From an optimization exercise on the open Yosys and OpenROAD flow, aimed at small area and a short achievable clock period; shortcuts taken in it are not production practice.
In this exercise RTL edits were held to simulation tests only and were not proved equivalent to the original.

== v6 ==
// synthesis_direct_FIR
module synthesis_direct_FIR(out, inp, clk, rstn);
    localparam X_SIZE = 16;    
    localparam Y_SIZE = 26;    
    output [Y_SIZE-1:0] out;
    input [X_SIZE-1:0] inp;
    input clk, rstn;
    direct_FIR DIR_FIR(.out(out), .inp(inp), .clk(clk), .rstn(rstn));
endmodule
Size in the first run: ~1,000 cells after synthesis, ~210 flip-flops.
Settings: LEC_CHECK=0, CAP_MARGIN=20, CORE_MARGIN=2, CORE_UTILIZATION=65, CTS_BUF_LIST=sky130_fd_sc_hd__clkbuf_16, CTS_CLUSTER_DIAMETER=80, CTS_CLUSTER_SIZE=25, SETUP_SLACK_MARGIN=5, SLEW_MARGIN=20, SYNTH_HIERARCHICAL=1, SYNTH_MINIMUM_KEEP_SIZE=0; clock period 11.5 ns.
run.sh (not shown) runs the stock make flow with config.mk's settings and CLKGATE_MAP_FILE= SYNTH_SCRIPT=/design/flow/synth_recipe.tcl, a recipe that flattens the netlist after the stock synthesis.
Relative to v6, the following input files were edited for v7:
# v6
export LEC_CHECK = 0
export CAP_MARGIN = 20
export CORE_MARGIN = 2
export CORE_UTILIZATION = 65
export CTS_BUF_LIST = sky130_fd_sc_hd__clkbuf_16
export CTS_CLUSTER_DIAMETER = 80
export CTS_CLUSTER_SIZE = 25
export SETUP_SLACK_MARGIN = 5
export SLEW_MARGIN = 20
export SYNTH_HIERARCHICAL = 1
export SYNTH_MINIMUM_KEEP_SIZE = 0
create_clock -name core_clock -period 11.5 [get_ports {clk}]
# v7
export LEC_CHECK = 0
export CAP_MARGIN = 20
export CORE_MARGIN = 2
export CORE_UTILIZATION = 65
export CTS_BUF_LIST = sky130_fd_sc_hd__clkbuf_16
export CTS_CLUSTER_DIAMETER = 80
export CTS_CLUSTER_SIZE = 25
export SLEW_MARGIN = 20
export SYNTH_HIERARCHICAL = 1
export SYNTH_MINIMUM_KEEP_SIZE = 0
create_clock -name core_clock -period 11.5 [get_ports {clk}]
==> flow/flow/run.sh (new file) <==
#!/bin/bash
# Own layout flow: the standard ORFS flow, with the port buffers built
# from regular buffers instead of delay buffers, and setup repair asked to
# leave a margin (SETUP_MARGIN ns) so that it also works on paths that
# already meet the design's clock period.
set -euo pipefail
cd "$(dirname "$0")/.."
export BUFFER_PORTS_ARGS="-buffer_cell sky130_fd_sc_hd__buf_2"
export SETUP_SLACK_MARGIN=${SETUP_MARGIN:-8.25}
bash standard.sh > standard_make.log 2>&1
==> flow/standard.sh (new file) <==
#!/bin/bash
# synth_recipe.tcl (not shown) runs the flow's synth.tcl, then flattens the netlist and writes it again
# the make line also repeats each setting of config.mk as NAME=value (left out here)
make -C /OpenROAD-flow-scripts/flow DESIGN_CONFIG=/design/flow/config.mk WORK_HOME=/design/flow/orfs CLKGATE_MAP_FILE= SYNTH_SCRIPT=/design/flow/synth_recipe.tcl "${@:-finish}"
removed: flow/run.sh
--- outcome ---
The cell with the biggest individual delay on the critical path comes out fa_1 in one run and a31oi_1 in the other, namely in v7 and v6 respectively.
Looking at setup slack after placement, v7 sits above v6.
Between v6 and v7, minimum period implied by the final worst setup slack decreased.
Between v6 and v7, area of placed instances is lower for v7, v6 comes in above that.

---

Another version of the RTL of synthesis_direct_FIR (not shown whole).
Size in the first run: ~16,000 µm² of cells after synthesis.
==> flow/design.v (excerpt) <==
module synthesis_direct_FIR(out, inp, clk, rstn);
    localparam X_SIZE = 16;    
    localparam Y_SIZE = 26;    
    output [Y_SIZE-1:0] out;
    input [X_SIZE-1:0] inp;
    input clk, rstn;
    direct_FIR DIR_FIR(.out(out), .inp(inp), .clk(clk), .rstn(rstn));
endmodule
export LEC_CHECK = 0
export CAP_MARGIN = 20
export CORE_MARGIN = 2
export CORE_UTILIZATION = 40
export CTS_BUF_LIST = sky130_fd_sc_hd__clkbuf_4 sky130_fd_sc_hd__clkbuf_8
export CTS_CLUSTER_DIAMETER = 60
export CTS_CLUSTER_SIZE = 30
export SLEW_MARGIN = 20
export SYNTH_HIERARCHICAL = 1
export SYNTH_MINIMUM_KEEP_SIZE = 0
create_clock -name core_clock -period 11.5 [get_ports {clk}]
standard.sh (not shown) runs the stock make flow with config.mk's settings and CLKGATE_MAP_FILE= SYNTH_SCRIPT=/design/flow/synth_recipe.tcl, a recipe that flattens the netlist after the stock synthesis.
==> flow/flow/run.sh <==
#!/bin/bash
# Own layout flow: the standard ORFS flow, with the port buffers built
# from regular buffers instead of delay buffers, and setup repair asked to
# leave a margin (SETUP_MARGIN ns) so that it also works on paths that
# already meet the design's clock period.
set -euo pipefail
cd "$(dirname "$0")/.."
export BUFFER_PORTS_ARGS="-buffer_cell sky130_fd_sc_hd__buf_4"
export SETUP_SLACK_MARGIN=${SETUP_MARGIN:-0}
bash standard.sh > standard_make.log 2>&1
==> next run, changes <==
==> flow/run.sh (new file) <==
#!/bin/bash
# synth_recipe.tcl (not shown) runs the flow's synth.tcl, then flattens the netlist and writes it again
# the make line also repeats each setting of config.mk as NAME=value (left out here)
make -C /OpenROAD-flow-scripts/flow DESIGN_CONFIG=/design/flow/config.mk WORK_HOME=/design/flow/orfs CLKGATE_MAP_FILE= SYNTH_SCRIPT=/design/flow/synth_recipe.tcl finish
--- a/flow/config.mk
+++ b/flow/config.mk
@@ -11,3 +10,0 @@
-export CTS_BUF_LIST = sky130_fd_sc_hd__clkbuf_4 sky130_fd_sc_hd__clkbuf_8
-export CTS_CLUSTER_DIAMETER = 60
-export CTS_CLUSTER_SIZE = 30
removed: flow/flow/run.sh
removed: flow/standard.sh
The changed run completed without violations.
Routed wire length went up by 2.0%.
Flip-flop and latch count stays the same.
Area after synthesis stays the same.
Die area is unchanged.
Register-to-register slack improves by 0.06 ns.
Clock-buffer cell count went up by 12.
Global-route usage went up by 0.30 points.
Setup slack improves by 0.055 ns.
Worst hold slack improves by 0.014 ns.

-- re-timing with driven ports --
No port has a modelled driver above. Below, the same layouts with a new extraction and two added sets of constraints. Step 1 (the two cells are an assumption about what drives the block):
set clk [get_ports {clk}]
set_driving_cell -lib_cell sky130_fd_sc_hd__clkbuf_16 $clk
set_driving_cell -lib_cell sky130_fd_sc_hd__buf_2 [delete_from_list [all_inputs] $clk]
Step 2 also shifts input and output timing later by t, the mid clock arrival at the registers, as if the neighbouring blocks saw the same clock. Slacks: ideal / step 1 / step 2; pairs: ideal / step 1.
| run | t (ns) | setup slack, ns | cell pins on the clock port's net |
|---|---|---|---|
| v6 | 0.542 | 7.788 / 7.788 / 7.788 | 1 |
| v7 | 0.541 | 8.152 / 8.152 / 8.152 | 1 |
| the first run of note 2 | 0.618 | 7.612 / 7.612 / 7.612 | 1 |
| the second run of note 2 | 0.601 | 7.667 / 7.648 / 7.667 | 1 |
After both steps every run listed still meets setup and hold.
